Context: an optimization exercise on an open-source flow, tuned for small area. The choices shown serve that exercise and are no tape-out recipe.
Only simulation tests tie the RTL to the original design; equivalence was not proved.
No driver is modelled on the clock port, so clock power and skew are understated where the tree is cut down; a real chip needs a root buffer or a tree.
Power and IR drop assume default switching activity.

## the baseline
// top
module top (
    input clk,
    input rst,
    output [5:0] led,
    output uartTx,
    input uartRx,
    input btn
);
For scale: about 280 cells after synthesis.
==> flow/config.mk <==
export PLATFORM = sky130hd
export DESIGN_NAME = top
export DESIGN_NICKNAME = top
export VERILOG_FILES = /design/flow/design.v
export SDC_FILE = /design/flow/constraint.sdc
export NUM_CORES = 4
export LEC_CHECK = 0
export ABC_AREA = 1
export CAP_MARGIN = 0
export CORE_MARGIN = 2
export CORE_UTILIZATION = 40
export SLEW_MARGIN = 0
==> flow/constraint.sdc <==
create_clock -name core_clock -period 10.0 [get_ports {clk}]
set_input_delay 2.0000 -clock core_clock [delete_from_list [all_inputs] [get_ports {clk}]]
set_output_delay 2.0000 -clock core_clock [all_outputs]
set_load 0.01 [all_outputs]
standard.sh (not shown) runs the stock make flow with config.mk's settings and CLKGATE_MAP_FILE= SYNTH_SCRIPT=/design/flow/synth_recipe.tcl, a recipe that flattens the netlist after the stock synthesis.
==> flow/flow/run.sh <==
#!/bin/bash
# Standard ORFS layout, with the combinational logic of the standard synthesis re-mapped by
# area-oriented ABC scripts (flow/s*.abc; the smallest result is kept) before floorplanning.
# Registers are left untouched. After CTS, the clock tree is trimmed (flow/flatclk.tcl). flow/make_args holds extra make variables for the layout steps,
# one per line.
set -euo pipefail
W=$(pwd)
R=$W/orfs/results/$FLOW_PLATFORM/top/base
LIB=$FLOW_HOME/platforms/$FLOW_PLATFORM/lib/sky130_fd_sc_hd__tt_025C_1v80.lib

bash standard.sh synth > $W/standard_synth.log 2>&1
cp $R/1_2_yosys.v $W/1_2_yosys.std.v
remap() {
  n=$(basename $1 .abc)
  REMAP_LIB=$LIB REMAP_NET=$W/1_2_yosys.std.v REMAP_ABC=$1 \
    REMAP_STAT=$W/remap_stat_$n.txt REMAP_OUT=$W/1_2_yosys.remap_$n.v \
    yosys -c $W/flow/remap.tcl > $W/remap_$n.log 2>&1 || true
}
export -f remap; export W LIB
ls $W/flow/s*.abc | xargs -P ${NUM_CORES:-4} -I{} bash -c 'remap {}'
best=""; best_area=""
for s in $W/flow/s*.abc; do
  n=$(basename $s .abc)
  [[ -f $W/remap_stat_$n.txt ]] || continue
  a=$(awk '/Chip area for module/ {print $NF}' $W/remap_stat_$n.txt | head -1)
  echo "$n $a" >> $W/remap_areas.txt
  if [[ -z "$best" ]] || awk "BEGIN{exit !($a < $best_area)}"; then best=$n; best_area=$a; fi
done
echo "chosen $best $best_area" >> $W/remap_areas.txt
cp $W/1_2_yosys.remap_$best.v $R/1_2_yosys.v
rm -f $R/1_synth.odb $R/1_synth.sdc
ARGS=()
if [[ -f $W/flow/make_args ]]; then
  while IFS= read -r line; do [[ -n "$line" ]] && ARGS+=("$line"); done < $W/flow/make_args
fi
bash standard.sh "${ARGS[@]}" cts > $W/standard_cts.log 2>&1
# a smaller clock tree than CTS builds (see flow/flatclk.tcl)
FLATCLK_IN=$R/4_cts.odb FLATCLK_OUT=$W/4_cts.flat.odb FLATCLK_ROOT=$(cat $W/flow/flatclk_root) FLATCLK_LEAVES=$(cat $W/flow/flatclk_leaves) \
  openroad -no_init -exit $W/flow/flatclk.tcl > $W/flatclk.log 2>&1
cp $W/4_cts.flat.odb $R/4_cts.odb
bash standard.sh "${ARGS[@]}" finish > $W/standard_finish.log 2>&1
Other scripts of this flow, unchanged in this note and not shown: flow/flow/flatclk.tcl, flow/flow/flatclk_leaves, flow/flow/flatclk_root, flow/flow/make_args, flow/flow/remap.tcl, flow/flow/s1.abc, flow/flow/s2.abc, flow/flow/s3.abc, flow/flow/s4.abc, flow/flow/s5.abc, flow/flow/s6.abc, flow/flow/s7.abc, flow/flow/s8.abc, flow/flow/s9.abc
The inputs of the candidate differ from those of the baseline as listed below.
diff --git a/flow/design.v b/flow/design.v
--- a/flow/design.v
+++ b/flow/design.v
@@ -23,28 +23,26 @@
 reg r_err;
 reg r_mc;    
 reg r_a;     
 reg r_o;     
 wire r_wait = (r_st[3:2] == 2'b00) || (r_st == R_W8);
 wire r_hit = ((r_cnt ^ R_T) & R_M) == 12'd0;
 wire new_rx = (r_st == R_W4G);
 localparam T_INIT  = 3'd0;
 localparam T_LOADQ = 3'd1;
 localparam T_SENDQ = 3'd2;
 localparam T_RECV  = 3'd3;
-localparam T_CMP   = 3'd4;
 localparam T_LOADA = 3'd5;
 localparam T_SENDA = 3'd6;
 reg [2:0] t_st;
 reg pc;            
-reg old_btn;
 reg [3:0] rc;
 wire [1:0] j = (t_st == T_RECV) ? rc[1:0] : 2'd0;
 reg pbit;
 always @* begin
     case ({j, r_st[2:0]})
         5'b00_000: pbit = 1'b1; 5'b00_001: pbit = 1'b0; 5'b00_010: pbit = 1'b0; 5'b00_011: pbit = 1'b0;
         5'b00_100: pbit = 1'b1; 5'b00_101: pbit = 1'b1; 5'b00_110: pbit = 1'b0; 5'b00_111: pbit = 1'b0;
         5'b01_000: pbit = 1'b1; 5'b01_001: pbit = 1'b0; 5'b01_010: pbit = 1'b0; 5'b01_011: pbit = 1'b0;
         5'b01_100: pbit = 1'b0; 5'b01_101: pbit = 1'b1; 5'b01_110: pbit = 1'b1; 5'b01_111: pbit = 1'b0;
         5'b10_000: pbit = 1'b0; 5'b10_001: pbit = 1'b1; 5'b10_010: pbit = 1'b0; 5'b10_011: pbit = 1'b0;
         5'b10_100: pbit = 1'b1; 5'b10_101: pbit = 1'b1; 5'b10_110: pbit = 1'b0; 5'b10_111: pbit = 1'b0;
@@ -210,54 +208,56 @@
     if (!u_active || u_hit)
         u_cnt <= U_S0;
     else
         u_cnt <= {~u_cnt[10:0], u_cnt[11] ^ u_cnt[0]};
 end
 assign uartTx = out;
 assign led[1:0] = (u_st == U_WAIT0 || u_st == U_INIT0) ? 2'b00 :
                   (u_st == U_WAIT3 || u_st == U_INIT3) ? 2'b11 : 2'b10;
 always @(posedge clk) begin
     if (rst) begin
         t_st <= T_INIT;
-        rc <= 4'd0;
+        rc <= 4'd1;
         pc <= 1'b0;
-        old_btn <= 1'b1;
     end else begin
-        old_btn <= btn;
         case (t_st)
             T_INIT: begin
-                rc <= 4'd0;
-                if (old_btn && !btn) t_st <= T_LOADQ;
+                rc <= {3'd0, btn};
+                if (rc[0] && !btn) begin
+                    rc <= 4'd1;
+                    t_st <= T_LOADQ;
+                end
             end
             T_LOADQ, T_LOADA: begin
-                if (rc[2:0] == 3'd7) begin
+                if (rc[3]) begin
                     rc <= 4'd0;
                     t_st <= (t_st == T_LOADQ) ? T_SENDQ : T_SENDA;
                 end else
                     rc <= rc + 4'd1;
             end
             T_SENDQ, T_SENDA:
                 if (tx_idle) begin
-                    rc <= 4'd0;
+                    rc <= {3'd0, btn && (t_st == T_SENDA)};
                     t_st <= (t_st == T_SENDQ) ? T_RECV : T_INIT;
                     pc <= 1'b1;
                 end else if (u_init && req)
                     rc <= rc + 4'd1;
             T_RECV: begin
                 if (new_rx) begin
                     if (r_o) begin
                         rc <= rc + 4'd1;
                         if (!rc[2]) pc <= pc & r_mc;
-                    end else
+                    end else begin
+                        rc <= {3'd0, btn};
                         t_st <= T_INIT;
-                end
-                if (rc[2]) t_st <= T_CMP;
-            end
-            T_CMP: begin
-                rc <= 4'd0;
-                t_st <= T_LOADA;
+                    end
+                end
+                if (rc[2]) begin
+                    rc <= 4'd0;
+                    t_st <= T_LOADA;
+                end
             end
             default: t_st <= T_INIT;
         endcase
     end
 end
 endmodule
### Flow results
Between the baseline and the candidate, the total chip power is higher for the candidate. Comparing the baseline and the candidate, the lower via count is on the baseline. The candidate vs the baseline — global-route usage dropped 0.82 points. Diff the candidate..the baseline | remaining antenna violation count | unchanged. Relative to the baseline, hold slack has decreased by 0.0035 ns in the candidate. Starting density of the core for the candidate: 0.50 points up relative to the baseline. Run comparison: the baseline last element of the critical path led[3]; the candidate last element of the critical path led[0]. Of the two candidates, the baseline has the better cell area and the candidate the worse one. Compared with the baseline, in the candidate final critical-path setup slack decreased 0.059 ns; wire length reported by the detailed router increased 180 µm; area of the multi-input gates increased about 3.2%. For the number of combinational gates with multiple inputs, the candidate came in 15 higher than the baseline did. Maximum single-stage delay on the critical path delta (the candidate -> the baseline): insignificant. The number of global-route vias before repair in the candidate is 1.06 times that in the baseline. Top achievable clock speed for the candidate: 5.1 MHz down relative to the baseline.

[what the ideal ports hide]
The results above use ideal ports. As a check the final layouts listed here were re-extracted and re-timed, cells and wires unchanged.
Step 1: set_driving_cell puts a clkbuf_16 on clk and a buf_2 on each other input, an assumption about the parent block.
Step 2 times the ports against the registers' clock, not the clock port: input delays grow and output delays shrink by t, the midpoint of the rising clock arrivals with the driver on.
Slacks: ideal / step 1 / step 2; pairs: ideal / step 1.
run	shift t [ns]	setup WS [ns]	worst setup path at the end	slew at the worst register clock pin (ns)	worst data-port slew with drivers (ns)
the baseline	0.349	6.625 / 6.600 / 6.846	input to register	0.10 / 0.10	0.03
the candidate	0.358	6.566 / 6.541 / 6.890	input to register	0.10 / 0.10	0.03
After both steps every run listed still meets setup and hold.
